Context: an optimization exercise on an open-source flow, tuned for small area. The choices shown serve that exercise and are no tape-out recipe.
Where RTL was checked, it was by simulation tests only, not by an equivalence proof against the original.
Function not checked in runs 4 to 6: the RTL went through the layout flow alone.
Power is estimated from default activity; no workload was simulated.

==> flow/design.v <==
module main(
    input car_in,
    input [2:0] car_out,
    input clk_in,
    input rst,
    output wire door_open,
    output wire full_signal,
    output reg [3:0] state,
    output wire [4:0] seg_select,
    output reg [7:0] seg_data,
    output tmp
);
    assign tmp = rst;
    reg [8:0] dv;
    wire c40 = &dv[5:0];
    wire [8:0] dv_inc = dv + 9'd1;
    always @(posedge clk_in or posedge rst)
        if (rst) dv <= 9'd24;
        else     dv <= {dv_inc[8:5], dv_inc[4:3] | {2{c40}}, dv_inc[2:0]};
    wire t1 = c40 & ~dv[6];
    wire t2 = c40 & dv[6] & dv[7] & ~dv[8];
    reg ai, ax;
    reg [1:0] mi, mx;
    always @(posedge clk_in or posedge rst)
        if (rst) begin
            ai <= 1'b0; ax <= 1'b0; mi <= 2'b00; mx <= 2'b00;
        end else if (t1) begin
            ai <= ~car_in;
            ax <= ~car_out[2];
            mi <= {ai & ~mi[0], ai & (mi[1] | mi[0])};
            mx <= {ax & ~mx[0], ax & (mx[1] | mx[0])};
        end
    wire di = mi[1] & mi[0];
    wire dx = mx[1] & mx[0];
    reg [1:0] ls;
    wire [1:0] spot = car_out[1:0];
    wire s0 = state[0], s1 = state[1], s2 = state[2], s3 = state[3];
    wire is_full = &state;
    wire entry = di & ~is_full;
    wire exitv = dx & (is_full | ~di) & state[spot];
    wire E = t1 & entry;
    wire X = t1 & exitv;
    wire q4 = ~s3 & s2 & ~s1 & ~s0;           
    wire [3:0] setc = {s2 & s1 & s0, s1 & s0, s0 | q4, ~q4};
    wire [3:0] clr = {spot == 2'd3, spot == 2'd2, spot == 2'd1, spot == 2'd0};
    wire [3:0] nstate = (state | ({4{E}} & setc)) & ~({4{X}} & clr);
    wire s13 = ~s3 & ~s2 & s0;
    wire dreq_n = entry | exitv | (ls[0] & s13);
    wire fg_n = di & (&nstate);
    always @(posedge clk_in or posedge rst)
        if (rst) state <= 4'b0000;
        else     state <= nstate;
    always @(posedge clk_in) begin
        if (E) ls[1] <= ~(s3 & s2);
        if (E) ls[0] <= s0 & (s2 | (ls[0] & ~s1));
        else if (X) ls[0] <= spot[0] | ~(s3 & s2);
    end
    reg [1:0] near;
    always @* begin
        casez (state)
            4'b1100: near = {1'b0, ls[0]};
            4'b1111: near = ls;
            4'b0001, 4'b0101, 4'b1001, 4'b1101: near = 2'd1;
            4'b0011, 4'b1011: near = 2'd2;
            4'b0111: near = 2'd3;
            default: near = 2'd0;
        endcase
    end
    reg [2:0] space;
    always @* begin
        case (state)
            4'b0000: space = 3'd4;
            4'b0001, 4'b0010, 4'b0100, 4'b1000: space = 3'd3;
            4'b0011, 4'b0101, 4'b0110, 4'b1001, 4'b1010, 4'b1100: space = 3'd2;
            4'b1111: space = {2'b00, ls == 2'd2};
            default: space = 3'd1;
        endcase
    end
    reg [6:0] dc;
    reg [5:0] dt;
    wire d_act = dt[5] | dt[4];
    wire [7:0] dcc;
    wire [6:0] dtc;
    assign dcc[0] = t1 & d_act;
    assign dtc[0] = dcc[7];
    genvar i;
    generate
        for (i = 0; i < 7; i = i + 1) begin : g_dc
            assign dcc[i+1] = dcc[i] & dc[i];
        end
        for (i = 0; i < 6; i = i + 1) begin : g_dt
            assign dtc[i+1] = dtc[i] & dt[i];
        end
    endgenerate
    wire [6:0] dc_n = (dc ^ dcc[6:0]) | {5'b0, dcc[7], dcc[7]};
    wire d_idle_tick = t1 & ~d_act;
    wire [5:0] dt_n = d_idle_tick ? (dt[0] ? 6'd24 : {5'b0, dreq_n})
                                  : ((dt ^ dtc[5:0]) | {5'b0, dtc[6] & dreq_n});
    always @(posedge clk_in or posedge rst)
        if (rst) begin
            dc <= 7'd3; dt <= 6'd0;
        end else begin
            dc <= dc_n; dt <= dt_n;
        end
    assign door_open = d_act & ~dt[0];
    reg [7:0] fc;
    reg [2:0] ft;
    wire f_act = ft[2] | (ft[1] & ft[0]);
    wire [8:0] fcc;
    wire [3:0] ftc;
    assign fcc[0] = t1 & f_act;
    assign ftc[0] = fcc[8];
    generate
        for (i = 0; i < 8; i = i + 1) begin : g_fc
            assign fcc[i+1] = fcc[i] & fc[i];
        end
        for (i = 0; i < 3; i = i + 1) begin : g_ft
            assign ftc[i+1] = ftc[i] & ft[i];
        end
    endgenerate
    wire [7:0] fc_n = (fc ^ fcc[7:0]) | {5'b0, fcc[8], fcc[8], 1'b0};
    wire f_idle_tick = t1 & ~f_act;
    wire [2:0] ft_n = f_idle_tick ? (ft[0] ? 3'd3 : {2'b0, fg_n})
                                  : ((ft ^ ftc[2:0]) | {2'b0, ftc[3] & fg_n});
    always @(posedge clk_in or posedge rst)
        if (rst) begin
            fc <= 8'd6; ft <= 3'd0;
        end else begin
            fc <= fc_n; ft <= ft_n;
        end
    assign full_signal = f_act & ft[0];
    reg sel;
    reg [2:0] sd;
    always @(posedge clk_in or posedge rst)
        if (rst) begin
            sel <= 1'b0; sd <= 3'd7;
        end else if (t2) begin
            sel <= ~sel;
            if (~sel)               sd <= space;
            else if (space == 3'd0) sd <= 3'd5;
            else                    sd <= {1'b0, near};
        end
    assign seg_select = {2'b00, sel, 1'b0, ~sel};
    always @* begin
        case (sd)
            3'd0: seg_data = 8'b00111111;
            3'd1: seg_data = 8'b00000110;
            3'd2: seg_data = 8'b01011011;
            3'd3: seg_data = 8'b01001111;
            3'd4: seg_data = 8'b01100110;
            3'd5: seg_data = 8'b01000000;
            default: seg_data = 8'b00000000;
        endcase
    end
endmodule
==> flow/flow/run.sh <==
#!/bin/bash
# ORFS layout as the standard.sh runs it, with three changes:
#  - synthesis maps logic with an area-oriented ABC script (flow/abc_area.script);
#    the rest of the standard synthesis, and so every register, is unchanged
#  - port buffers use the smallest buffer cell
#  - a lighter clock tree (no dummy loads, clkbuf_8 leaves)
set -euo pipefail
WD=$(pwd)
rm -rf "$WD/scripts_mod"
cp -r "$FLOW_HOME/scripts" "$WD/scripts_mod"
cp "$WD/flow/abc_area.script" "$WD/scripts_mod/abc_area.script"
export BUFFER_PORTS_ARGS="-buffer_cell sky130_fd_sc_hd__buf_1"
export CTS_ARGS="-sink_clustering_enable -repair_clock_nets -dont_use_dummy_load -buf_list sky130_fd_sc_hd__clkbuf_8 -sink_clustering_size 16 -sink_clustering_max_diameter 60"
bash standard.sh SCRIPTS_DIR="$WD/scripts_mod" finish > "$WD/standard_flow.log" 2>&1
==> flow/flow/abc_area.script <==
strash
balance
rewrite
refactor
balance
rewrite
rewrite -z
balance
refactor -z
rewrite -z
balance
balance
rewrite
refactor
balance
rewrite
rewrite -z
balance
refactor -z
rewrite -z
balance
dch -f
map -a
strash
dch -f
map -a
topo
dnsize -c
==> flow/standard.sh <==
#!/bin/bash
# synth_recipe.tcl (not shown) runs the flow's synth.tcl, then flattens the netlist and writes it again
# the make line also repeats each setting of config.mk as NAME=value (left out here)
make -C /OpenROAD-flow-scripts/flow DESIGN_CONFIG=/design/flow/config.mk WORK_HOME=/design/flow/orfs CLKGATE_MAP_FILE= SYNTH_SCRIPT=/design/flow/synth_recipe.tcl "${@:-finish}"
==> flow/config.mk <==
export PLATFORM = sky130hd
export DESIGN_NAME = main
export DESIGN_NICKNAME = main
export VERILOG_FILES = /design/flow/design.v
export SDC_FILE = /design/flow/constraint.sdc
export NUM_CORES = 4
export LEC_CHECK = 0
export ABC_AREA = 1
export CAP_MARGIN = 20
export CORE_MARGIN = 2
export CORE_UTILIZATION = 40
export SLEW_MARGIN = 20
==> flow/constraint.sdc <==
create_clock -name core_clock -period 10.0 [get_ports {clk_in}]
set_input_delay 2.0000 -clock core_clock [delete_from_list [all_inputs] [get_ports {clk_in}]]
set_output_delay 2.0000 -clock core_clock [all_outputs]
set_load 0.01 [all_outputs]
==> summary.md, run 1 <==
| Metric | Value |
|---|---|
| Congestion Overflow GR | `0` |
| PwrDens | `~120 nW/um2` |
| Slowest CP cell | `nor2_1` |
| Critical path type | `flip-flop to flip-flop` |
| Register-to-Register Path Depth | `22` |
| Worst EP arrival | `about 4.6 ns` |
| Initial drt markers | `a little under 100` |
| I/O pin total | `26` |
| GP Congestion | `about 0.79` |
| Vias | `1641` |
| Filler cells | `566` |
| Mapped Area | `~2400 um2` |
| Final Setup Violations | `0` |
| Wire length per cell | `11.6 um` |
| Reg-to-reg critical path startpoint | `dv[0]` |
| Antenna violations before repair | `0` |
| Rel. slew slack | `0.502` |
| Final wirelength | `3.94 mm` |
| Ys async rst share | `0.959` |
| Most used flip-flop cell after synthesis | `dfrtp_1` |
| Total GRT Usage | `0.135` |
| Lkg Pwr | `approximately 0.0013 uW` |
| Starting Density | `0.407` |
| Clk buf depth | `2` |
| Clock root buffer | `clkbuf_8` |
| Worst setup SP type | `flip-flop` |
| Die area | `between 6000 and 7000 um2` |
| Status | `timing/DRC/antenna clean` |
| RSZ-0062 raised after global routing | `no` |
| First-pass GRT wire length | `just under 7 mm` |
| Area after DPL | `~2500 um2` |
| DR WL met3 | `about 140 um` |
| Post-synth cell types | `25` |
| Crit path top cell by count | `ha_1` |
| Clk Latency, worst-skew pair | `roughly 0.30 ns` |
| Residual DRC | `0` |
| Clock Skews | `0.00612 ns` |
| Min Clock Period, post-route | `between 4 and 5 ns` |
| Drt via density | `about 4.8` |
| Synth warnings | `1` |
| Hold wc startpoint | `dv[7]` |
| Area Growth Syn to Fin | `7.47%` |
| Critical path buffer and inverter count | `2` |
| Final TNS setup | `0 ns` |
| Final ANT Viol Nets | `0` |
| Layout net count | `between 200 and 300` |
| Hold Path Sink | `dv[7]` |
| Die X | `approximately 81 um` |
| Max_cap viols | `0` |
| PostCTS Resize Cnt | `0` |
| Worst Hold Depth | `1` |
| Largest delay share family, worst path | `adder cells` |
| Yosys reg bits | `between 40 and 50` |
| Syn avg cell area | `slightly below 10 um2` |
| Flop-to-flop setup slack | `5.59 ns` |
| First-pass DRT Iterations | `4` |
| Largest net degree at the start of global routing | `48` |
| Clock transition at path regs | `about 0.080 ns` |
| Worst path max stage delay | `roughly 0.56 ns` |
| Count leader, synth | `dfrtp_1` |
| Htree depth | `2` |
| End-of-flow core utilization | `0.437` |
| Critical Path RT | `just over 10 ns` |
| Vias in the first global route | `about 1.6k` |
| Critical path capture point type | `flip-flop` |
| Final instance area | `around 2600 um2` |
| Port Buf Inserts | `21` |
| Leading area contributor after synthesis | `dfrtp_1` |
| Post-layout power | `roughly 310 uW` |
| Hold Buf Count CTS | `0` |
| Chip Height | `slightly above 80 um` |
| Share of layout cells above drive strength 1 | `0.0720` |
| Total core area | `a little under 6000 um2` |
| Fin. max-slew vios | `0` |
| Most common library cells after synthesis | `dfrtp_1 (38), nor2_1 (37), clkinv_1 (32)` |
| Top cells by area, synth | `dfrtp_1 (40%), ha_1 (13%), dfstp_2 (9.9%)` |
| Worst R2R End | `dt[0]` |
| M1 WL | `just under 2 mm` |
| Worst slew pin tran | `between 0.7 and 0.8 ns` |
| Dpl hpwl | `approximately 3.0 mm` |
| Post-synth EDFFs | `2` |
| Max rail drop VDD | `slightly above 0.04 mV` |
| Site Rows | `28` |
| Top-area cell type share of the netlist area | `0.400` |
| Routed met2 length | `1.76 mm` |
| Post-synthesis sequential area ratio | `0.524` |
| N_diodes | `0` |
| Hold slack | `0.473 ns` |
| TritonCTS buffer count | `5` |
| Hold Path Class | `flip-flop to flip-flop` |
| Final hold violation count | `0` |
| CP Cell Sequence | `ha_1 -> nand3_1 -> nor2_1 -> clkinv_1 -> nor2_1 -> clkinv_1 -> nor2_1 -> ha_1 -> ha_1 -> ha_1 -> ha_1 -> ha_1 -> ha_1 -> ha_1 -> ha_1 -> ha_1 -> ha_1 -> ha_1 -> ha_1 -> ha_1 -> a21oi_1 -> o21ai_0` |
| Post-CTS Setup Inserts | `0` |
| Fmax | `227 MHz` |
| Cells after Synth | `approximately 250` |
| CTS tree | `done` |
| Final Cycle Share | `0.441` |
| Top Metal Used | `met4` |
| Clk sinks | `between 40 and 50` |
| CP max FO | `12` |
[stage by stage]
step                      setup WS [ns]  std cells
after floorplan                    5.88        248
after global placement             5.76        334
after detailed placement           5.53        334
after CTS                          5.51        339
after global routing               5.06        339
final                              5.59        339
[routing by layer]
layer,GRT usage,vias up
met1,0.183,765
li1,-,840
met2,0.217,31
met5,0,-
met4,0.0458,0
met3,0.0267,5
[registers in the layout, indices dropped and copies added (netlist names)]
signal / cells
state: 4
dv: 9
mx: 2
mi: 2
sd: 3
dc: 7
ft: 3
ls: 2
fc: 8
dt: 6
sel: 1
ax: 1
ai: 1
[logic make-up (layout without fill, tap and decap cells)]
family / count (synthesis) / in the layout / synth area share
AOI/OAI and AO/OA: 44 / 44 / 0.106
xor gates and xnor gates: 4 / 4 / 0.0147
adders and majority gates: 25 / 25 / 0.131
buffers and inverters: 43 / 59 / 0.0852
DFF: 49 / 49 / 0.524
other: 1 / 4 / 0.00158
and+or+nand+nor: 79 / 79 / 0.137
[worst max-delay path by stage]
stage	from	end	slack (ns)	cells past startpoint
final	dv[0]	dt[0]	5.59	22
after global routing	dv[0]	dt[0]	5.06	22
after CTS	dv[0]	dt[0]	5.51	22
after detailed placement	dv[0]	dt[0]	5.53	22
after global placement	rst	tmp	5.76	2
after floorplan	rst	tmp	5.88	1
[layout by cell type (no fill, tap or decap)]
master / n
edfxtp_1: 2
or2_2: 4
dfrtp_1: 38
nor3_1: 3
a221oi_1: 1
conb_1: 4
a211oi_1: 2
buf_4: 1
dfstp_2: 9
clkbuf_8: 5
nand2_1: 27
a21oi_1: 15
o311ai_0: 1
buf_1: 21
clkinv_1: 32
nor2_1: 37
nand4_1: 3
a31oi_1: 5
o21ai_0: 15
xor2_1: 4
nor3b_1: 1
o22ai_1: 2
a32oi_1: 1
ha_1: 25
nand3_1: 4
o22a_1: 1
o31ai_1: 1
[where the power goes]
part	switching [uW]	internal (uW)	total (uW)
Clock	60.4	45.3	106
Sequential	0	199	199
Combinational	6.20	1.26	7.46
[area by class of cell]
class / count / area [um2] / area share
clock buffer: 5 / 68.8 / 0.0269
inverter: 32 / 120 / 0.0470
timing repair buffer: 22 / 86.3 / 0.0338
tap: 75 / 93.8 / 0.0367
sequential: 49 / 1250 / 0.488
multi-input combinational: 156 / 941 / 0.368
==> run 2: changes to the inputs <==
--- a/flow/flow/run.sh
+++ b/flow/flow/run.sh
@@ -3,3 +3,3 @@
 #  - synthesis maps logic with an area-oriented ABC script (flow/abc_area.script);
-#    the rest of the standard synthesis, and so every register, is unchanged
+#    and no separate adder mapping (ADDER_MAP_FILE empty); the rest of the standard synthesis, and so every register, is unchanged
 #  - port buffers use the smallest buffer cell
@@ -13,2 +13,2 @@
 export CTS_ARGS="-sink_clustering_enable -repair_clock_nets -dont_use_dummy_load -buf_list sky130_fd_sc_hd__clkbuf_8 -sink_clustering_size 16 -sink_clustering_max_diameter 60"
-bash standard.sh SCRIPTS_DIR="$WD/scripts_mod" finish > "$WD/standard_flow.log" 2>&1
+bash standard.sh SCRIPTS_DIR="$WD/scripts_mod" ADDER_MAP_FILE= finish > "$WD/standard_flow.log" 2>&1
--- a/flow/flow/abc_area.script
+++ b/flow/flow/abc_area.script
@@ -22,6 +22,3 @@
 dch -f
-map -a
-strash
-dch -f
-map -a
+amap
 topo
==> summary.md, run 2 <==
| Metric | Value |
|---|---|
| Final hold violation count | `0 (unchanged)` |
| Largest Register | `dv` |
| Clock root buffer | `clkbuf_8` |
| Vias in the first global route | `1675 (+7.0%)` |
| I/O pin total | `26 (unchanged)` |
| Dpl hpwl | `2.97 mm (-0.22%)` |
| Wire length per cell | `11.5 um (-0.88%)` |
| Worst EP arrival | `2.24 ns (-2.37 ns)` |
| Final Setup Violations | `0 (unchanged)` |
| Clk buf depth | `2 (unchanged)` |
| Leading area contributor after synthesis | `dfrtp_1` |
| Layout net count | `290 (-2.4%)` |
| Critical path buffer and inverter count | `2 (unchanged)` |
| Post-synth EDFFs | `2 (unchanged)` |
| Yosys reg bits | `49 (unchanged)` |
| Vias | `1741 (+6.1%)` |
| Initial drt markers | `153 (+56%)` |
| Fin. max-slew vios | `0 (unchanged)` |
| Final Cycle Share | `0.424 (-0.0166)` |
| TritonCTS buffer count | `5 (unchanged)` |
| Count leader, synth | `nor2_1` |
| Clk Latency, worst-skew pair | `0.29 ns (about the same)` |
| Syn avg cell area | `8.81 um2 (-9.3%)` |
| Congestion Overflow GR | `0 (unchanged)` |
| Largest net degree at the start of global routing | `48 (unchanged)` |
| Mapped Area | `2320 um2 (-2.7%)` |
| Total core area | `5540 um2 (-5.3%)` |
| Fmax | `236 MHz (+3.9%)` |
| Drt via density | `4.92 (+1.6%)` |
| Worst slack at placement | `5.76 ns (+0.228 ns)` |
| Post-synthesis sequential area ratio | `0.539 (+0.0144)` |
| Clock power share | `0.333 (-0.005)` |
| Post-CTS Setup Inserts | `0 (unchanged)` |
| CP max FO | `2 (-10)` |
| Final TNS setup | `0 ns (unchanged)` |
| Sequential power share | `0.643 (+0.005)` |
| Leading cell types in the layout, fill and taps excluded | `nor2_1 (68), dfrtp_1 (38), clkinv_1 (29)` |
| CP Cell Sequence | `buf_1 -> buf_1` |
| Rel. slew slack | `0.526 (+0.0241)` |
| Cells after Synth | `263 (+7.3%)` |
| Min Clock Period, post-route | `4.24 ns (-0.166 ns)` |
| Filler cells | `575 (+1.6%)` |
| Max_cap viols | `0 (unchanged)` |
| Top-area cell type share of the netlist area | `0.411 (+0.0110)` |
| Worst slew pin tran | `0.709 ns (-0.0331 ns)` |
| Synth warnings | `1 (unchanged)` |
| Site Rows | `27 (-3.6%)` |
| Die area | `6410 um2 (-2.5%)` |
| Area Growth Syn to Fin | `7.51% (about the same)` |
| Antenna violations before repair | `0 (unchanged)` |
| Net switching power | `64.0 uW (-3.9%)` |
| Worst path max stage delay | `0.15 ns (-0.41 ns)` |
| Final wirelength | `4.08 mm (+3.5%)` |
| Max rail drop VDD | `0.0802 mV (+98%)` |
| Top cells by area, synth | `dfrtp_1 (41%), nor2_1 (11%), dfstp_2 (10%)` |
| First-pass DRT Iterations | `4 (unchanged)` |
| Critical Path RT | `8.00 ns (-2.21 ns)` |
| Clock Skews | `0.00427 ns (-0.00186 ns)` |
| Share of layout cells above drive strength 1 | `0.0532 (-0.0188)` |
| Post-synth cell types | `30 (+20%)` |
| Critical path capture point type | `output port` |
| Register-to-Register Path Depth | `17 (-23%)` |
| Ys async rst share | `0.959 (unchanged)` |
| Hold Buf Count CTS | `0 (unchanged)` |
| RSZ-0062 raised after global routing | `no` |
| N_diodes | `0 (unchanged)` |
| PostCTS Resize Cnt | `0 (unchanged)` |
| Largest delay share family, worst path | `buffers and inverters` |
| Final ANT Viol Nets | `0 (unchanged)` |
| Critical path type | `input port to output port` |
| Worst Hold Depth | `2 (+1)` |
| Crit path top cell by count | `buf_1` |
| Worst setup SP type | `input port` |
| CTS tree | `done` |
| Largest regs | `dv x9, fc x8, dc x7` |
| Commonest non-fill, non-tap cell in the layout | `nor2_1` |
| Status | `timing/DRC/antenna clean` |
| Int Power | `246 uW (about the same)` |
| Most common library cells after synthesis | `nor2_1 (68), dfrtp_1 (38), clkinv_1 (29)` |
| Comb power frac | `0.023 (about the same)` |
| Final WS setup | `5.76 ns (+0.166 ns)` |
| First-pass GRT wire length | `7.38 mm (+8.3%)` |
| Starting Density | `0.418 (+0.0113)` |
| Slowest CP cell | `buf_1` |
| PwrDens | `124 nW/um2 (+1.9%)` |
| Htree depth | `2 (unchanged)` |
| Hold Path Class | `flip-flop to flip-flop` |
| Clock transition at path regs | `0.08 ns (about the same)` |
| Lkg Pwr | `0.00107 uW (-16%)` |
| Die X | `80.1 um (-1.3%)` |
| GP Congestion | `0.822 (+3.8%)` |
| Total GRT Usage | `0.146 (+0.0110)` |
| Most used flip-flop cell after synthesis | `dfrtp_1` |
| Port Buf Inserts | `21 (unchanged)` |
| CP Depth | `2 (-91%)` |
| Residual DRC | `0 (unchanged)` |
| Max reg flops | `9 (unchanged)` |
| Chip Height | `80.1 um (-1.3%)` |
| Clk sinks | `49 (unchanged)` |
| Sw frac | `0.207 (-0.00656)` |
[run 2: cell types whose count changed in the layout (fill, tap and decap cells not counted), moves of 6 or more]
cell     delta
and3_1     +12
o21a_1      +7
nor2_1     +31
and2_0      +6
ha_1       -25
nand2_1    -11
[run 2: cell type report]
cell class                      instances  area (um2)  share of cell area
Multi-Input combinational cell        177         888               0.357
Inverter                               29         109              0.0437
Tap cell                               72        90.1              0.0362
Clock buffer                            5        68.8              0.0276
Sequential cell                        49        1250               0.501
Timing Repair Buffer                   22        86.3              0.0347
[run 2: tightest hold or removal path: stages, from the launching register on]
cell and delay (ns):
dfrtp_1 0.35, nand2_1 0.05, nand2_1 0.05
[run 2: per-stage QoR]
stage               area, um2  total power [uW]  utilization  cells  hold WS, ns
floorplan                2330               209            -    266        0.439
global placement         2420               211        0.437    349        0.453
detailed placement       2420               211        0.437    349        0.460
CTS                      2490               316        0.449    354        0.478
global route             2490               323        0.449    354        0.518
finish                   2490               310        0.449    354        0.473
[run 2: final timing paths]
path                       startpoint  endpoint  slack (ns)
setup / recovery                  rst       tmp        5.76
min in group asynchronous         rst     dc[2]        1.83
hold reg to reg                 dv[8]     dv[8]        0.47
hold / removal                  dv[8]     dv[8]        0.47
max in group asynchronous         rst     sd[0]        7.78
setup reg to reg                dv[3]     dt[0]        5.83
[run 2: metal layers]
| layer | global-route usage | vias up | wire (um) |
|---|---|---|---|
| met2 | 0.227 | 25 | 1820 |
| met1 | 0.200 | 792 | 2070 |
| met4 | 0.0559 | 0 | 64 |
| met5 | 0 | - | 0 |
| li1 | - | 917 | - |
| met3 | 0.0315 | 7 | 128 |
[run 2: power groups by stage]
stage | logic [uW] | registers (uW) | clock network (uW)
6_report | 7.24 | 199 | 103
3_3_place_gp | 7.61 | 203 | 0
2_1_floorplan | 6.05 | 203 | 0
4_1_cts | 7.62 | 199 | 109
3_5_place_dp | 7.59 | 203 | 0
5_1_grt | 8.68 | 199 | 115
[run 2: logic make-up after synthesis]
group                  after synthesis  synth area share
buffers and inverters               40            0.0827
other                                1           0.00162
AND/OR/NAND/NOR                    117             0.223
AO/OA/AOI/OAI                       56             0.155
flip-flops                          49             0.539
==> run 3: changes to the inputs <==
==> flow/flow/run.sh (replaced) <==
#!/bin/bash
# Standard ORFS layout with smaller port buffers and a lighter clock tree.
set -euo pipefail
export BUFFER_PORTS_ARGS="-buffer_cell sky130_fd_sc_hd__buf_1"
export CTS_ARGS="-sink_clustering_enable -repair_clock_nets -dont_use_dummy_load -buf_list sky130_fd_sc_hd__clkbuf_8 -sink_clustering_size 16 -sink_clustering_max_diameter 60"
bash standard.sh > standard_flow.log 2>&1
--- a/flow/config.mk
+++ b/flow/config.mk
@@ -7,3 +7,3 @@
 export LEC_CHECK = 0
-export ABC_AREA = 1
+export ABC_CLOCK_PERIOD_IN_PS = 50000
 export CAP_MARGIN = 20
removed: flow/flow/abc_area.script
==> summary.md, run 3 <==
| Metric | Value |
|---|---|
| Max reg flops | `9 (unchanged)` |
| Hold wc startpoint | `dv[7]` |
| CP max FO | `2 (unchanged)` |
| Reg-to-reg critical path startpoint | `dv[0]` |
| Final wirelength | `4.11 mm (+0.78%)` |
| Critical path type | `input port to output port` |
| Residual DRC | `0 (unchanged)` |
| Flop-to-flop setup slack | `6.04 ns (+0.21 ns)` |
| Site Rows | `29 (+7.4%)` |
| Top-area cell type share of the netlist area | `0.375 (-0.0357)` |
| Port Buf Inserts | `21 (unchanged)` |
| Total GRT Usage | `0.126 (-0.0197)` |
| Slowest CP cell | `buf_1` |
| Post-layout power | `308 uW (-0.71%)` |
| Clk buf depth | `2 (unchanged)` |
| Layout net count | `282 (-2.8%)` |
| TritonCTS buffer count | `5 (unchanged)` |
| Cells after Synth | `241 (-8.4%)` |
| Final Setup Violations | `0 (unchanged)` |
| Most used flip-flop cell after synthesis | `dfrtp_1` |
| Worst EP arrival | `2.27 ns (+0.03 ns)` |
| Min Clock Period, post-route | `4.27 ns (+0.0259 ns)` |
| Clock root buffer | `clkbuf_8` |
| End-of-flow core utilization | `0.426 (-0.0238)` |
| Congestion Overflow GR | `0 (unchanged)` |
| Post-route insts no fill | `326 (-7.9%)` |
| Chip Height | `83.6 um (+4.4%)` |
| Syn avg cell area | `10.5 um2 (+20%)` |
| First-pass GRT wire length | `7.39 mm (+0.18%)` |
| Final hold violation count | `0 (unchanged)` |
| Final TNS setup | `0 ns (unchanged)` |
| Area of the multi-input gates | `1130 um2 (+28%)` |
| Drt via density | `5.17 (+5.2%)` |
| Filler cells | `624 (+8.5%)` |
| Total core area | `6240 um2 (+13%)` |
| PwrDens | `116 nW/um2 (-6.9%)` |
| Die area | `6990 um2 (+9.0%)` |
| Lkg Pwr | `0.00133 uW (+24%)` |
| Hold Path Class | `flip-flop to flip-flop` |
| Leading area contributor after synthesis | `dfrtp_1` |
| Max rail drop VDD | `0.0803 mV (+0.12%)` |
| Area Growth Syn to Fin | `4.74%` |
| Leading cell types in the layout, fill and taps excluded | `dfrtp_1 (38), nand2_1 (26), ha_1 (25)` |
| Dpl hpwl | `2.89 mm (-2.8%)` |
| Critical path buffer and inverter count | `2 (unchanged)` |
| Most common library cells after synthesis | `dfrtp_1 (38), nand2_1 (26), ha_1 (25)` |
| N_diodes | `0 (unchanged)` |
| I/O pin total | `26 (unchanged)` |
| Post-synthesis sequential area ratio | `0.492 (-0.0468)` |
| GP Congestion | `0.690 (-16%)` |
| Hold Buf Count CTS | `0 (unchanged)` |
| Clk Latency, worst-skew pair | `0.29 ns (about the same)` |
| Post-synth EDFFs | `2 (unchanged)` |
| Worst slew pin tran | `0.806 ns (+0.0976 ns)` |
| Largest Register | `dv` |
| PostCTS Resize Cnt | `0 (unchanged)` |
| Ys async rst share | `0.959 (unchanged)` |
| Initial drt markers | `48 (-69%)` |
| Status | `timing/DRC/antenna clean` |
| Vias in the first global route | `1629 (-2.7%)` |
| Max_cap viols | `0 (unchanged)` |
| Yosys reg bits | `49 (unchanged)` |
| Final ANT Viol Nets | `0 (unchanged)` |
| RSZ-0062 raised after global routing | `no` |
| Rel. slew slack | `0.462 (-0.0639)` |
| Final Cycle Share | `0.427 (+0.00259)` |
| Critical path capture point type | `output port` |
| Hold Path Sink | `dv[7]` |
| Worst Hold Depth | `1 (-1)` |
| Largest delay share family, worst path | `buffers and inverters` |
| CTS tree | `done` |
| Register area | `1250 um2 (unchanged)` |
| CP Cell Sequence | `buf_1 -> buf_1` |
| Worst R2R End | `dt[0]` |
| DP Cell Count | `321 (-8.0%)` |
| Commonest non-fill, non-tap cell in the layout | `dfrtp_1` |
| Starting Density | `0.406 (-0.0116)` |
| First-pass DRT Iterations | `4 (unchanged)` |
| Count leader, synth | `dfrtp_1` |
| Hold slack | `0.474 ns (+0.000510 ns)` |
| Synth warnings | `1 (unchanged)` |
| Critical Path RT | `8.00 ns (about the same)` |
| Antenna violations before repair | `0 (unchanged)` |
| Clock transition at path regs | `0.07 ns (about the same)` |
| Fin. max-slew vios | `0 (unchanged)` |
| Worst path max stage delay | `0.16 ns (about the same)` |
| Vias | `1686 (-3.2%)` |
| Register-to-Register Path Depth | `18 (+1)` |
| Share of layout cells above drive strength 1 | `0.0964 (+0.0432)` |
| Htree depth | `2 (unchanged)` |
| Largest net degree at the start of global routing | `48 (unchanged)` |
| Fmax | `234 MHz (-0.61%)` |
| Crit path top cell by count | `buf_1` |
| Mapped Area | `2540 um2 (+9.5%)` |
| Wire length per cell | `12.6 um (+9.4%)` |
| Die X | `83.6 um (+4.4%)` |
| Worst setup SP type | `input port` |
| Largest regs | `dv x9, fc x8, dc x7` |
| Top cells by area, synth | `dfrtp_1 (37%), ha_1 (12%), dfstp_2 (9.3%)` |
| Clock Skews | `0.0170 ns (+0.0128 ns)` |
| Post-synth cell types | `47 (+57%)` |
| Clk sinks | `49 (unchanged)` |
| Post-CTS Setup Inserts | `0 (unchanged)` |
run 3: cell count changes after synthesis, moves of 5 or more:
| cell | delta |
|---|---|
| and2_0 | -6 |
| and2_1 | +6 |
| and3_1 | -10 |
| clkbuf_1 | +7 |
| clkinv_1 | -29 |
| ha_1 | +25 |
| inv_1 | +8 |
| nand2_1 | +10 |
| nor2_1 | -48 |
| o21a_1 | -6 |
| o21ai_0 | -6 |
| o22ai_1 | -5 |
run 3: metrics by stage:
step	instance area [um2]	setup slack [ns]
6_report	2660	5.73
5_1_grt	2660	5.70
4_1_cts	2660	5.74
3_5_place_dp	2590	5.74
3_3_place_gp	2590	5.74
2_1_floorplan	2550	5.88
run 3: area by class of cell:
class,count,share of cell area
flip-flops and latches,49,0.470
clock buffers,5,0.0259
repair buffers,21,0.0297
well taps,77,0.0363
inverters,8,0.0118
multi-input cells,166,0.427
run 3: where the power goes:
part | switching, uW | total (uW) | internal, uW
registers | 0 | 199 | 199
logic | 5.44 | 6.47 | 1.02
clock network | 56.6 | 102 | 45.2
run 3: kinds of logic (layout without fill, tap and decap cells):
| group | count (synthesis) | in the layout | synth area share |
|---|---|---|---|
| muxes | 4 | 4 | 0.0207 |
| DFF | 49 | 49 | 0.492 |
| xor gates and xnor gates | 8 | 8 | 0.0276 |
| adders and majority gates | 25 | 25 | 0.123 |
| other | 1 | 4 | 0.00148 |
| and+or+nand+nor | 83 | 83 | 0.164 |
| buffers and inverters | 29 | 34 | 0.0656 |
| AOI/OAI and AO/OA | 42 | 42 | 0.106 |
run 3: worst max-delay path by stage:
stage,end,cells after the start,startpoint,slack (ns)
final,tmp,2,rst,5.73
after floorplan,tmp,1,rst,5.88
after global routing,dt[5],17,dv[0],5.70
after detailed placement,tmp,2,rst,5.74
after CTS,tmp,2,rst,5.74
after global placement,tmp,2,rst,5.74
run 3: metal layers:
| metal | global-route usage | vias to the layer above | wire [um] | share of wire |
|---|---|---|---|---|
| met5 | 0 | - | 0 | 0 |
| met4 | 0.0264 | 0 | 14 | 0.0034 |
| met3 | 0.0326 | 2 | 192 | 0.047 |
| met2 | 0.207 | 35 | 1940 | 0.47 |
| met1 | 0.170 | 818 | 1960 | 0.48 |
| li1 | - | 831 | - | - |
==> run 4: changes to the inputs <==
--- a/flow/design.v
+++ b/flow/design.v
@@ -13,10 +13,14 @@
     assign tmp = rst;
-    reg [8:0] dv;
-    wire c40 = &dv[5:0];
-    wire [8:0] dv_inc = dv + 9'd1;
+    reg [5:0] dl;
+    reg [2:0] dk;
+    wire c40 = ~dl[0] & ~dl[1] & ~dl[4] & ~dl[5];
     always @(posedge clk_in or posedge rst)
-        if (rst) dv <= 9'd24;
-        else     dv <= {dv_inc[8:5], dv_inc[4:3] | {2{c40}}, dv_inc[2:0]};
-    wire t1 = c40 & ~dv[6];
-    wire t2 = c40 & dv[6] & dv[7] & ~dv[8];
+        if (rst) begin
+            dl <= 6'd25; dk <= 3'd0;
+        end else begin
+            dl <= {dl[4:0], dl[5] ^ dl[0] ^ c40};
+            dk <= dk + {2'b0, c40};
+        end
+    wire t1 = c40 & ~dk[0];
+    wire t2 = c40 & dk[0] & dk[1] & ~dk[2];
     reg ai, ax;
@@ -25,3 +29,3 @@
         if (rst) begin
-            ai <= 1'b0; ax <= 1'b0; mi <= 2'b00; mx <= 2'b00;
+            ai <= 1'b0; ax <= 1'b0; mi[0] <= 1'b0; mx[0] <= 1'b0;
         end else if (t1) begin
@@ -29,4 +33,9 @@
             ax <= ~car_out[2];
-            mi <= {ai & ~mi[0], ai & (mi[1] | mi[0])};
-            mx <= {ax & ~mx[0], ax & (mx[1] | mx[0])};
+            mi[0] <= ai & (mi[1] | mi[0]);
+            mx[0] <= ax & (mx[1] | mx[0]);
+        end
+    always @(posedge clk_in)
+        if (t1) begin
+            mi[1] <= ai & ~mi[0];
+            mx[1] <= ax & ~mx[0];
         end
@@ -94,3 +103,3 @@
     endgenerate
-    wire [6:0] dc_n = (dc ^ dcc[6:0]) | {5'b0, dcc[7], dcc[7]};
+    wire [6:0] dc_n = d_act ? ((dc ^ dcc[6:0]) | {5'b0, dcc[7], dcc[7]}) : 7'd3;
     wire d_idle_tick = t1 & ~d_act;
@@ -100,6 +109,8 @@
         if (rst) begin
-            dc <= 7'd3; dt <= 6'd0;
+            dt[5:4] <= 2'b00; dt[0] <= 1'b0;
         end else begin
-            dc <= dc_n; dt <= dt_n;
+            dt[5:4] <= dt_n[5:4]; dt[0] <= dt_n[0];
         end
+    always @(posedge clk_in) dt[3:1] <= dt_n[3:1];
+    always @(posedge clk_in) dc <= dc_n;
     assign door_open = d_act & ~dt[0];
@@ -120,3 +131,3 @@
     endgenerate
-    wire [7:0] fc_n = (fc ^ fcc[7:0]) | {5'b0, fcc[8], fcc[8], 1'b0};
+    wire [7:0] fc_n = f_act ? ((fc ^ fcc[7:0]) | {5'b0, fcc[8], fcc[8], 1'b0}) : 8'd6;
     wire f_idle_tick = t1 & ~f_act;
@@ -126,6 +137,8 @@
         if (rst) begin
-            fc <= 8'd6; ft <= 3'd0;
+            ft[2] <= 1'b0; ft[0] <= 1'b0;
         end else begin
-            fc <= fc_n; ft <= ft_n;
+            ft[2] <= ft_n[2]; ft[0] <= ft_n[0];
         end
+    always @(posedge clk_in) ft[1] <= ft_n[1];
+    always @(posedge clk_in) fc <= fc_n;
     assign full_signal = f_act & ft[0];
==> flow/flow/run.sh (replaced) <==
#!/bin/bash
# ORFS layout as the standard.sh runs it, with these changes:
#  - synthesis maps logic with an area-oriented ABC script (flow/abc_area.script)
#    and without the separate adder mapping (ADDER_MAP_FILE empty); the rest of
#    the standard synthesis, and so every register, is unchanged
#  - port buffers use the smallest buffer cell
#  - one tie cell drives all constant outputs
#  - a lighter clock tree (no dummy loads, clkbuf_16 leaves)
set -euo pipefail
WD=$(pwd)
rm -rf "$WD/scripts_mod"
cp -r "$FLOW_HOME/scripts" "$WD/scripts_mod"
cp "$WD/flow/abc_area.script" "$WD/scripts_mod/abc_area.script"
export BUFFER_PORTS_ARGS="-buffer_cell sky130_fd_sc_hd__buf_1"
export CTS_ARGS="-sink_clustering_enable -repair_clock_nets -dont_use_dummy_load -buf_list sky130_fd_sc_hd__clkbuf_16 -sink_clustering_size 50 -sink_clustering_max_diameter 300"
bash standard.sh SCRIPTS_DIR="$WD/scripts_mod" ADDER_MAP_FILE= SKIP_REPAIR_TIE_FANOUT=1 finish > "$WD/standard_flow.log" 2>&1
==> flow/flow/abc_area.script (new file) <==
strash
balance
rewrite
refactor
balance
rewrite
rewrite -z
balance
refactor -z
rewrite -z
balance
balance
rewrite
refactor
balance
rewrite
rewrite -z
balance
refactor -z
rewrite -z
balance
&get -n
&dch -f
&nf -R 1000
&put
topo
dnsize -c
--- a/flow/config.mk
+++ b/flow/config.mk
@@ -7,3 +7,3 @@
 export LEC_CHECK = 0
-export ABC_CLOCK_PERIOD_IN_PS = 50000
+export ABC_AREA = 1
 export CAP_MARGIN = 20
==> summary.md, run 4 <==
| Metric | Value |
|---|---|
| Status | `timing/DRC/antenna clean` |
| Worst slew pin tran | `0.895 ns (+0.0893 ns)` |
| First-pass GRT wire length | `6.97 mm (-5.7%)` |
| Initial drt markers | `78 (+63%)` |
| Top cells by area, synth | `dfrtp_1 (23%), dfxtp_1 (18%), dfstp_2 (7.3%)` |
| Leading area contributor after synthesis | `dfrtp_1` |
| Worst path max stage delay | `0.15 ns (about the same)` |
| CTS tree | `done` |
| Post-route insts no fill | `318 (-2.5%)` |
| Largest Register | `fc` |
| Synth Area in Adders | `0 (-0.123)` |
| PostCTS Resize Cnt | `0 (unchanged)` |
| Int Power | `289 uW (+18%)` |
| CP Cell Sequence | `buf_1 -> buf_1` |
| Count leader, synth | `a21oi_1` |
| Total GRT Usage | `0.144 (+0.0181)` |
| Min Clock Period, post-route | `4.24 ns (-0.0252 ns)` |
| PwrDens | `149 nW/um2 (+29%)` |
| Starting Density | `0.418 (+0.0116)` |
| Comb power frac | `0.016 (-0.005)` |
| Synth warnings | `1 (unchanged)` |
| Leading cell types in the layout, fill and taps excluded | `a21oi_1 (28), nor2_1 (24), nand2_1 (23)` |
| Htree depth | `2 (unchanged)` |
| Worst slack at placement | `5.75 ns (+0.0135 ns)` |
| Area Growth Syn to Fin | `10.0%` |
| Hold Path Class | `flip-flop to flip-flop` |
| Final ANT Viol Nets | `0 (unchanged)` |
| Mapped Area | `2160 um2 (-15%)` |
| Largest regs | `fc x8, dc x7` |
| Layout net count | `256 (-9.2%)` |
| Post-synthesis compound-gate area fraction | `0.173 (+0.0675)` |
| N_diodes | `0 (unchanged)` |
| Congestion Overflow GR | `0 (unchanged)` |
| Top-area cell type share of the netlist area | `0.231 (-0.143)` |
| Fin. max-slew vios | `0 (unchanged)` |
| Critical path capture point type | `output port` |
| Final WS setup | `5.76 ns (+0.0252 ns)` |
| Clk buf depth | `2 (unchanged)` |
| Max reg flops | `8 (-1)` |
| First-pass DRT Iterations | `4 (unchanged)` |
| Syn avg cell area | `9.32 um2 (-11%)` |
| Vias in the first global route | `1568 (-3.7%)` |
| Critical path type | `input port to output port` |
| CP max FO | `2 (unchanged)` |
| Lkg Pwr | `0.000943 uW (-29%)` |
| GP Congestion | `0.805 (+17%)` |
| Clock root buffer | `clkbuf_16` |
| Post-Synth Simple-Gate Area | `0.181 (+0.0173)` |
| Total core area | `5170 um2 (-17%)` |
| Largest family of logic cells by synthesized area | `simple AND/OR/NAND/NOR gates` |
| Hold Buf Count CTS | `0 (unchanged)` |
| TritonCTS buffer count | `5 (unchanged)` |
| Critical Path RT | `8.00 ns (about the same)` |
| Wire length per cell | `11.9 um (-5.3%)` |
| Rel. slew slack | `0.399 (-0.0626)` |
| Share of layout cells above drive strength 1 | `0.0524 (-0.0440)` |
| XOR/XNOR Fraction of Synth Area | `0.0405 (+0.0129)` |
| RSZ-0062 raised after global routing | `no` |
| Commonest non-fill, non-tap cell in the layout | `a21oi_1` |
| Most used flip-flop cell after synthesis | `dfrtp_1` |
| Post-synthesis sequential area ratio | `0.536 (+0.0440)` |
| Most common library cells after synthesis | `a21oi_1 (28), nor2_1 (24), nand2_1 (23)` |
| Final Cycle Share | `0.424 (-0.00251)` |
| Drt via density | `5.15 (-0.40%)` |
| Slowest CP cell | `buf_1` |
| Largest delay share family, worst path | `buffers and inverters` |
| Cells after Synth | `232 (-3.7%)` |
| Residual DRC | `0 (unchanged)` |
| Clock Skews | `0.00931 ns (-0.00773 ns)` |
| Clk Latency, worst-skew pair | `0.28 ns (about the same)` |
| Post-synth cell types | `34 (-28%)` |
| Site Rows | `26 (-10%)` |
| Final TNS setup | `0 ns (unchanged)` |
| Port Buf Inserts | `21 (unchanged)` |
| Clk sinks | `49 (unchanged)` |
| Max rail drop VDD | `0.105 mV (+31%)` |
| Final Setup Violations | `0 (unchanged)` |
| DP Cell Count | `313 (-2.5%)` |
| Worst EP arrival | `2.24 ns (-0.03 ns)` |
| Clock power share | `0.419 (+0.088)` |
| Post-synth EDFFs | `4 (+2)` |
| Yosys reg bits | `49 (unchanged)` |
| Chip Height | `77.5 um (-7.3%)` |
| Die area | `6010 um2 (-14%)` |
| Die X | `77.5 um (-7.3%)` |
| Largest net degree at the start of global routing | `27 (-44%)` |
| Sw frac | `0.183 (-0.0191)` |
| Antenna violations before repair | `0 (unchanged)` |
| Vias | `1638 (-2.8%)` |
| Net switching power | `64.6 uW (+4.2%)` |
| Clock transition at path regs | `0.06 ns (about the same)` |
| Final hold violation count | `0 (unchanged)` |
| Sequential power share | `0.565 (-0.083)` |
| Worst setup SP type | `input port` |
| Final wirelength | `3.80 mm (-7.6%)` |
| Max_cap viols | `0 (unchanged)` |
| Post-layout power | `354 uW (+15%)` |
| Dpl hpwl | `2.74 mm (-5.0%)` |
| Post-CTS Setup Inserts | `0 (unchanged)` |
| Crit path top cell by count | `buf_1` |
| Critical path buffer and inverter count | `2 (unchanged)` |
| Post-synthesis mux area share | `0.0104 (-0.0103)` |
| Fmax | `236 MHz (+0.59%)` |
| I/O pin total | `26 (unchanged)` |
| Ys async rst share | `0.531 (-0.429)` |
==> run 4: path summary, 6_finish.rpt <==
path                       endpoint  cells after the start  slack [ns]  startpoint
max                             tmp                      2        5.76         rst
min                           dl[3]                      0        0.35       dl[2]
max reg2reg                   dt[0]                     12        6.51       dl[1]
min reg2reg                   dl[3]                      0        0.35       dl[2]
max in group asynchronous     mx[0]                      2        7.79         rst
min in group asynchronous       sel                      2        1.78         rst
==> run 4: metrics by stage <==
stage / hold WS, ns / instance area (um2) / util
global placement: 0.338 / 2250 / 0.436
global route: 0.354 / 2380 / 0.460
finish: 0.351 / 2380 / 0.460
detailed placement: 0.340 / 2250 / 0.436
CTS: 0.354 / 2380 / 0.460
floorplan: 0.333 / 2160 / -
==> run 4: power by group through the flow <==
stage          Sequential (uW)  Clock (uW)  Combinational (uW)
4_1_cts                    200         155                5.89
6_report                   200         148                5.68
3_5_place_dp               204           0                5.88
2_1_floorplan              204           0                5.05
3_3_place_gp               204           0                5.75
5_1_grt                    200         164                6.82
==> run 4: kinds of logic (layout without fill, tap and decap cells) <==
kind of cell,Yosys count,in the layout
buffers and inverters,22,38
DFF,49,49
muxes,1,1
AOI/OAI and AO/OA,66,66
and+or+nand+nor,83,83
xor gates and xnor gates,10,10
other,1,1
==> run 4: worst reg2reg max path, stage by stage, from the launching register on <==
cell	delay, ns
dfrtp_1	0.40
nor4_1	0.59
nor2b_1	0.21
buf_4	0.24
and4_1	0.25
and2_0	0.24
and3_1	0.22
and2_0	0.26
and3_1	0.22
and2_0	0.28
nand4_1	0.19
o22ai_1	0.20
a22o_1	0.14
==> run 4: area by class of cell <==
| cell class | count | area (um2) |
|---|---|---|
| multi-input combinational | 161 | 880 |
| timing repair buffer | 22 | 86.3 |
| fill | 496 | 2790 |
| clock buffer | 5 | 125 |
| inverter | 11 | 41.3 |
| tap | 70 | 87.6 |
| sequential | 49 | 1160 |
==> run 4: routing by layer <==
layer / vias to the layer above / share of wire / track usage
li1: 839 / - / -
met1: 747 / 0.49 / 0.194
met2: 45 / 0.44 / 0.228
met4: 0 / 0.016 / 0.0536
met3: 7 / 0.054 / 0.0349
met5: - / 0 / 0
==> run 5: changes to the inputs <==
--- a/flow/flow/run.sh
+++ b/flow/flow/run.sh
@@ -7,3 +7,3 @@
 #  - one tie cell drives all constant outputs
-#  - a lighter clock tree (no dummy loads, clkbuf_16 leaves)
+#  - a lighter clock tree (no dummy loads, clkbuf_8 leaves)
 set -euo pipefail
@@ -14,3 +14,3 @@
 export BUFFER_PORTS_ARGS="-buffer_cell sky130_fd_sc_hd__buf_1"
-export CTS_ARGS="-sink_clustering_enable -repair_clock_nets -dont_use_dummy_load -buf_list sky130_fd_sc_hd__clkbuf_16 -sink_clustering_size 50 -sink_clustering_max_diameter 300"
+export CTS_ARGS="-sink_clustering_enable -repair_clock_nets -dont_use_dummy_load -buf_list sky130_fd_sc_hd__clkbuf_8 -sink_clustering_size 16 -sink_clustering_max_diameter 60"
 bash standard.sh SCRIPTS_DIR="$WD/scripts_mod" ADDER_MAP_FILE= SKIP_REPAIR_TIE_FANOUT=1 finish > "$WD/standard_flow.log" 2>&1
==> summary.md, run 5 <==
| Metric | Value |
|---|---|
| Status | `timing/DRC/antenna clean` |
| Post-route insts no fill | `318 (unchanged)` |
| Final Cycle Share | `0.424 (about the same)` |
| Final wirelength | `3.80 mm (about the same)` |
| Worst Hold Depth | `0 (unchanged)` |
| Hold slack | `0.351 ns (-0.0000440 ns)` |
| Top-area cell type share of the netlist area | `0.231 (unchanged)` |
| Worst slack at placement | `5.75 ns (unchanged)` |
| GP Congestion | `0.805 (unchanged)` |
| Slowest CP cell | `buf_1` |
| Dpl hpwl | `2.74 mm (unchanged)` |
| Leading area contributor after synthesis | `dfrtp_1` |
| Post-synth cell types | `34 (unchanged)` |
| Synth warnings | `1 (unchanged)` |
| Count leader, synth | `a21oi_1` |
| Die area | `6010 um2 (unchanged)` |
| Final ANT Viol Nets | `0 (unchanged)` |
| Commonest non-fill, non-tap cell in the layout | `a21oi_1` |
| Clock Skews | `0.0165 ns (+0.00717 ns)` |
| Worst R2R End | `dt[0]` |
| Worst setup SP type | `input port` |
| Worst EP arrival | `2.24 ns (about the same)` |
| PostCTS Resize Cnt | `0 (unchanged)` |
| Leading cell types in the layout, fill and taps excluded | `a21oi_1 (28), nor2_1 (24), nand2_1 (23)` |
| CP max FO | `2 (unchanged)` |
| Reg-to-reg critical path startpoint | `dl[1]` |
| Mapped Area | `2160 um2 (unchanged)` |
| Hold Buf Count CTS | `0 (unchanged)` |
| Clk Latency, worst-skew pair | `0.29 ns (about the same)` |
| Crit path top cell by count | `buf_1` |
| Antenna violations before repair | `0 (unchanged)` |
| Area Growth Syn to Fin | `7.41%` |
| Largest Register | `fc` |
| Post-synth EDFFs | `4 (unchanged)` |
| Rel. slew slack | `0.389 (-0.00984)` |
| First-pass DRT Iterations | `4 (unchanged)` |
| Cells after Synth | `232 (unchanged)` |
| Critical path buffer and inverter count | `2 (unchanged)` |
| Fin. max-slew vios | `0 (unchanged)` |
| Total core area | `5170 um2 (unchanged)` |
| Drt via density | `5.18 (+0.49%)` |
| Hold Path Sink | `dl[4]` |
| Total GRT Usage | `0.146 (+0.00128)` |
| Hold wc startpoint | `dl[3]` |
| N_diodes | `0 (unchanged)` |
| Chip Height | `77.5 um (unchanged)` |
| Largest net degree at the start of global routing | `27 (unchanged)` |
| Layout net count | `256 (unchanged)` |
| Residual DRC | `0 (unchanged)` |
| Ys async rst share | `0.531 (unchanged)` |
| I/O pin total | `26 (unchanged)` |
| Worst slew pin tran | `0.910 ns (+0.0147 ns)` |
| Wire length per cell | `11.9 um (about the same)` |
| Min Clock Period, post-route | `4.24 ns (-0.000150 ns)` |
| Starting Density | `0.418 (unchanged)` |
| PwrDens | `131 nW/um2 (-12%)` |
| Register-to-Register Path Depth | `12 (unchanged)` |
| Final TNS setup | `0 ns (unchanged)` |
| Final hold violation count | `0 (unchanged)` |
| Critical Path RT | `8.00 ns (about the same)` |
| Clk sinks | `49 (unchanged)` |
| RSZ-0062 raised after global routing | `no` |
| Most used flip-flop cell after synthesis | `dfrtp_1` |
| Flop-to-flop setup slack | `6.49 ns (-0.02 ns)` |
| Initial drt markers | `70 (-10%)` |
| Clock transition at path regs | `0.08 ns (+0.02 ns)` |
| First-pass GRT wire length | `7.04 mm (+0.99%)` |
| Lkg Pwr | `0.000917 uW (-2.7%)` |
| Top cells by area, synth | `dfrtp_1 (23%), dfxtp_1 (18%), dfstp_2 (7.3%)` |
| Post-synthesis sequential area ratio | `0.536 (unchanged)` |
| TritonCTS buffer count | `5 (unchanged)` |
| Yosys reg bits | `49 (unchanged)` |
| Share of layout cells above drive strength 1 | `0.0524 (unchanged)` |
| Max reg flops | `8 (unchanged)` |
| Congestion Overflow GR | `0 (unchanged)` |
| Final Setup Violations | `0 (unchanged)` |
| Max_cap viols | `0 (unchanged)` |
| Die X | `77.5 um (unchanged)` |
| Syn avg cell area | `9.32 um2 (unchanged)` |
| End-of-flow core utilization | `0.449 (-0.0109)` |
| Site Rows | `26 (unchanged)` |
| Vias | `1646 (+0.49%)` |
| Clk buf depth | `2 (unchanged)` |
| CTS tree | `done` |
| Hold Path Class | `flip-flop to flip-flop` |
| CP Cell Sequence | `buf_1 -> buf_1` |
| Worst path max stage delay | `0.15 ns (about the same)` |
| Largest delay share family, worst path | `buffers and inverters` |
| Htree depth | `2 (unchanged)` |
| Largest regs | `fc x8, dc x7` |
| Critical path capture point type | `output port` |
| Vias in the first global route | `1574 (+0.38%)` |
| Max rail drop VDD | `0.0685 mV (-35%)` |
| Port Buf Inserts | `21 (unchanged)` |
| Clock root buffer | `clkbuf_8` |
| Fmax | `236 MHz (about the same)` |
| Final WS setup | `5.76 ns (+0.000150 ns)` |
| Critical path type | `input port to output port` |
| Most common library cells after synthesis | `a21oi_1 (28), nor2_1 (24), nand2_1 (23)` |
| Post-CTS Setup Inserts | `0 (unchanged)` |
| DP Cell Count | `313 (unchanged)` |
-- run 5: worst max path at each step --
stage | start | end | depth (start not counted)
2_1_floorplan | rst | tmp | 1
3_3_place_gp | rst | tmp | 2
3_5_place_dp | rst | tmp | 2
4_1_cts | rst | tmp | 2
5_1_grt | rst | tmp | 2
6_report | rst | tmp | 2
-- run 5: per-stage QoR --
step | area (um2) | power, uW
finish | 2320 | 305
global route | 2320 | 322
CTS | 2320 | 312
detailed placement | 2250 | 210
global placement | 2250 | 210
floorplan | 2160 | 209
-- run 5: cell families after synthesis --
group,share of synthesized area
compound gates,0.173
xor+xnor,0.0405
buf+inv,0.0573
flops,0.536
mux,0.0104
other cells,0.00173
simple gates,0.181
-- run 5: report_power, final --
group	total, uW	internal [uW]	switching [uW]	leakage (uW)
clock network	99.8	45.1	54.7	0.0000359
registers	200	200	0.237	0.000489
logic	5.66	1.21	4.45	0.000392
total	305	246	59.4	0.000917
-- run 5: routing by layer --
metal  track usage  routed length, um
met1         0.194               1900
met2         0.231               1680
met4        0.0536                 57
met3        0.0349                159
met5             0                  0
-- run 5: area by class of cell --
cell class                 count  area [um2]
fill                         502        2850
sequential                    49        1160
multi-input combinational    161         880
tap                           70        87.6
timing repair buffer          22        86.3
clock buffer                   5        68.8
inverter                      11        41.3
==> run 6: changes to the inputs <==
--- a/flow/config.mk
+++ b/flow/config.mk
@@ -10,3 +10,3 @@
 export CORE_MARGIN = 2
-export CORE_UTILIZATION = 40
+export CORE_UTILIZATION = 70
 export SLEW_MARGIN = 20
==> summary.md, run 6 <==
| Metric | Value |
|---|---|
| Largest Register | `fc` |
| Commonest non-fill, non-tap cell in the layout | `a21oi_1` |
| PwrDens | `134 nW/um2 (+2.1%)` |
| Clk Latency, worst-skew pair | `0.29 ns (about the same)` |
| I/O pin total | `26 (unchanged)` |
| Syn avg cell area | `9.32 um2 (unchanged)` |
| Cells after Synth | `232 (unchanged)` |
| Largest net degree at the start of global routing | `27 (unchanged)` |
| CTS tree | `done` |
| Mapped Area | `2160 um2 (unchanged)` |
| PostCTS Resize Cnt | `0 (unchanged)` |
| Site Rows | `20 (-23%)` |
| Worst EP arrival | `2.25 ns (about the same)` |
| Port Buf Inserts | `21 (unchanged)` |
| Final ANT Viol Nets | `0 (unchanged)` |
| Final TNS setup | `0 ns (unchanged)` |
| DP Cell Count | `276 (-12%)` |
| Post-synth cell types | `34 (unchanged)` |
| Clk buf depth | `2 (unchanged)` |
| RSZ-0062 raised after global routing | `no` |
| Area Growth Syn to Fin | `5.27%` |
| Vias | `1686 (+2.4%)` |
| Max rail drop VDD | `0.0883 mV (+29%)` |
| Most used flip-flop cell after synthesis | `dfrtp_1` |
| Htree depth | `2 (unchanged)` |
| Clk sinks | `49 (unchanged)` |
| Final instance area | `2280 um2 (-2.0%)` |
| Filler cells | `229 (-54%)` |
| TritonCTS buffer count | `5 (unchanged)` |
| Worst slew pin tran | `0.876 ns (-0.0339 ns)` |
| Fmax | `235 MHz (-0.14%)` |
| Vias in the first global route | `1580 (+0.38%)` |
| Final wirelength | `3.86 mm (+1.8%)` |
| Lkg Pwr | `0.000917 uW (unchanged)` |
| Clock root buffer | `clkbuf_8` |
| Post-layout power | `306 uW (+0.11%)` |
| Final hold violation count | `0 (unchanged)` |
| Wire length per cell | `13.7 um (+15%)` |
| Max_cap viols | `0 (unchanged)` |
| Most common library cells after synthesis | `a21oi_1 (28), nor2_1 (24), nand2_1 (23)` |
| Post-synthesis sequential area ratio | `0.536 (unchanged)` |
| Drt via density | `6.00 (+16%)` |
| Max reg flops | `8 (unchanged)` |
| Fin. max-slew vios | `0 (unchanged)` |
| Dpl hpwl | `2.75 mm (+0.11%)` |
| Die X | `59.6 um (-23%)` |
| Min Clock Period, post-route | `4.25 ns (+0.00585 ns)` |
| Critical path capture point type | `output port` |
| Starting Density | `0.720 (+0.302)` |
| Area after DPL | `2210 um2 (-2.1%)` |
| GP Congestion | `0.914 (+13%)` |
| CP Cell Sequence | `buf_1 -> buf_1` |
| Ys async rst share | `0.531 (unchanged)` |
| Residual DRC | `0 (unchanged)` |
| Post-CTS Setup Inserts | `0 (unchanged)` |
| Final Cycle Share | `0.425 (+0.000585)` |
| Total GRT Usage | `0.248 (+0.102)` |
| Critical path type | `input port to output port` |
| Count leader, synth | `a21oi_1` |
| Clock transition at path regs | `0.08 ns (about the same)` |
| Largest regs | `fc x8, dc x7` |
| Chip Height | `59.6 um (-23%)` |
| Rel. slew slack | `0.412 (+0.0227)` |
| Total core area | `3000 um2 (-42%)` |
| Critical Path RT | `8.00 ns (about the same)` |
| Worst path max stage delay | `0.15 ns (about the same)` |
| Die area | `3550 um2 (-41%)` |
| Top cells by area, synth | `dfrtp_1 (23%), dfxtp_1 (18%), dfstp_2 (7.3%)` |
| Clock Skews | `0.0108 ns (-0.00567 ns)` |
| Yosys reg bits | `49 (unchanged)` |
| Largest delay share family, worst path | `buffers and inverters` |
| Crit path top cell by count | `buf_1` |
| Layout net count | `256 (unchanged)` |
| Post-route insts no fill | `281 (-12%)` |
| Share of layout cells above drive strength 1 | `0.0524 (unchanged)` |
| Initial drt markers | `148 (+110%)` |
| Hold Path Class | `flip-flop to flip-flop` |
| Critical path buffer and inverter count | `2 (unchanged)` |
| Final Setup Violations | `0 (unchanged)` |
| Status | `timing/DRC/antenna clean` |
| Slowest CP cell | `buf_1` |
| Synth warnings | `1 (unchanged)` |
| Leading cell types in the layout, fill and taps excluded | `a21oi_1 (28), nor2_1 (24), nand2_1 (23)` |
| N_diodes | `0 (unchanged)` |
| CP max FO | `2 (unchanged)` |
| First-pass DRT Iterations | `5 (+1)` |
| Congestion Overflow GR | `0 (unchanged)` |
| Leading area contributor after synthesis | `dfrtp_1` |
| Hold Buf Count CTS | `0 (unchanged)` |
| Post-synth EDFFs | `4 (unchanged)` |
| Top-area cell type share of the netlist area | `0.231 (unchanged)` |
| Antenna violations before repair | `0 (unchanged)` |
| First-pass GRT wire length | `6.66 mm (-5.4%)` |
| Worst setup SP type | `input port` |
run 6: cell counts after synthesis:
No cell type changed its count.
run 6: power breakdown:
part	leakage [uW]	internal [uW]	switching, uW	total, uW
clock network	0.0000359	45.1	55.1	100
logic	0.000392	1.21	4.32	5.53
registers	0.000489	200	0.250	200
total	0.000917	246	59.7	306
run 6: final cells by class:
class	instances	area, um2	share of cell area
Tap cell	33	41.3	0.0181
Timing Repair Buffer	22	86.3	0.0379
Inverter	11	41.3	0.0181
Multi-Input combinational cell	161	880	0.386
Clock buffer	5	68.8	0.0302
Sequential cell	49	1160	0.509
run 6: cells by family after synthesis:
| kind of cell | count (synthesis) | share of synthesized area |
|---|---|---|
| other cells | 1 | 0.00173 |
| mux | 1 | 0.0104 |
| buf+inv | 22 | 0.0573 |
| flops | 49 | 0.536 |
| compound gates | 66 | 0.173 |
| xor+xnor | 10 | 0.0405 |
| simple gates | 83 | 0.181 |
run 6: metrics by stage:
step / setup slack [ns] / utilization / hold slack (ns)
floorplan: 5.88 / - / 0.333
global placement: 5.75 / 0.735 / 0.339
detailed placement: 5.76 / 0.735 / 0.350
CTS: 5.75 / 0.758 / 0.355
global route: 5.70 / 0.758 / 0.357
finish: 5.75 / 0.758 / 0.355
run 6: worst paths after layout:
path | slack [ns] | to | depth (start not counted) | start
min in group asynchronous | 1.77 | dl[1] | 2 | rst
min | 0.36 | dl[4] | 0 | dl[3]
max in group asynchronous | 7.81 | dt[0] | 2 | rst
max | 5.75 | tmp | 2 | rst
max reg2reg | 6.47 | dt[0] | 12 | dl[1]
min reg2reg | 0.36 | dl[4] | 0 | dl[3]
run 6: routing by layer:
layer	wire length, um	GRT usage
met5	0	0
met2	1960	0.436
met3	184	0.0590
met1	1690	0.311
met4	28	0.0540

## what the ideal ports hide
In the flow no input, the clock included, has a driving cell. The finished layouts below were timed again as built, in two steps. Step 1 (the two cells are an assumption about what drives the block):
set clk [get_ports {clk_in}]
set_driving_cell -lib_cell sky130_fd_sc_hd__clkbuf_16 $clk
set_driving_cell -lib_cell sky130_fd_sc_hd__buf_2 [delete_from_list [all_inputs] $clk]
Step 2 also shifts input and output timing later by t, the mid clock arrival at the registers, as if the neighbouring blocks saw the same clock. Slacks: ideal ports / drivers / drivers and shift; pairs: ideal ports / drivers.
| run | t, ns | setup slack, ns | latest minus earliest clock arrival (ns) | worst slew at a driven data input, ns |
|---|---|---|---|---|
| run 1 | 0.320 | 5.593 / 5.593 / 5.593 | 0.006 / 0.007 | 0.03 |
| run 2 | 0.319 | 5.759 / 5.736 / 5.736 | 0.005 / 0.005 | 0.03 |
| run 3 | 0.305 | 5.734 / 5.712 / 5.712 | 0.017 / 0.018 | 0.03 |
| run 4 | 0.305 | 5.759 / 5.736 / 5.736 | 0.010 / 0.009 | 0.04 |
| run 5 | 0.308 | 5.759 / 5.736 / 5.736 | 0.017 / 0.016 | 0.04 |
| run 6 | 0.309 | 5.753 / 5.729 / 5.729 | 0.011 / 0.011 | 0.03 |
After both steps setup and hold are still met in every run listed. The setup slack of run 6, which loses most, moves by -0.024 ns with the drivers and by -0.024 ns with both steps.
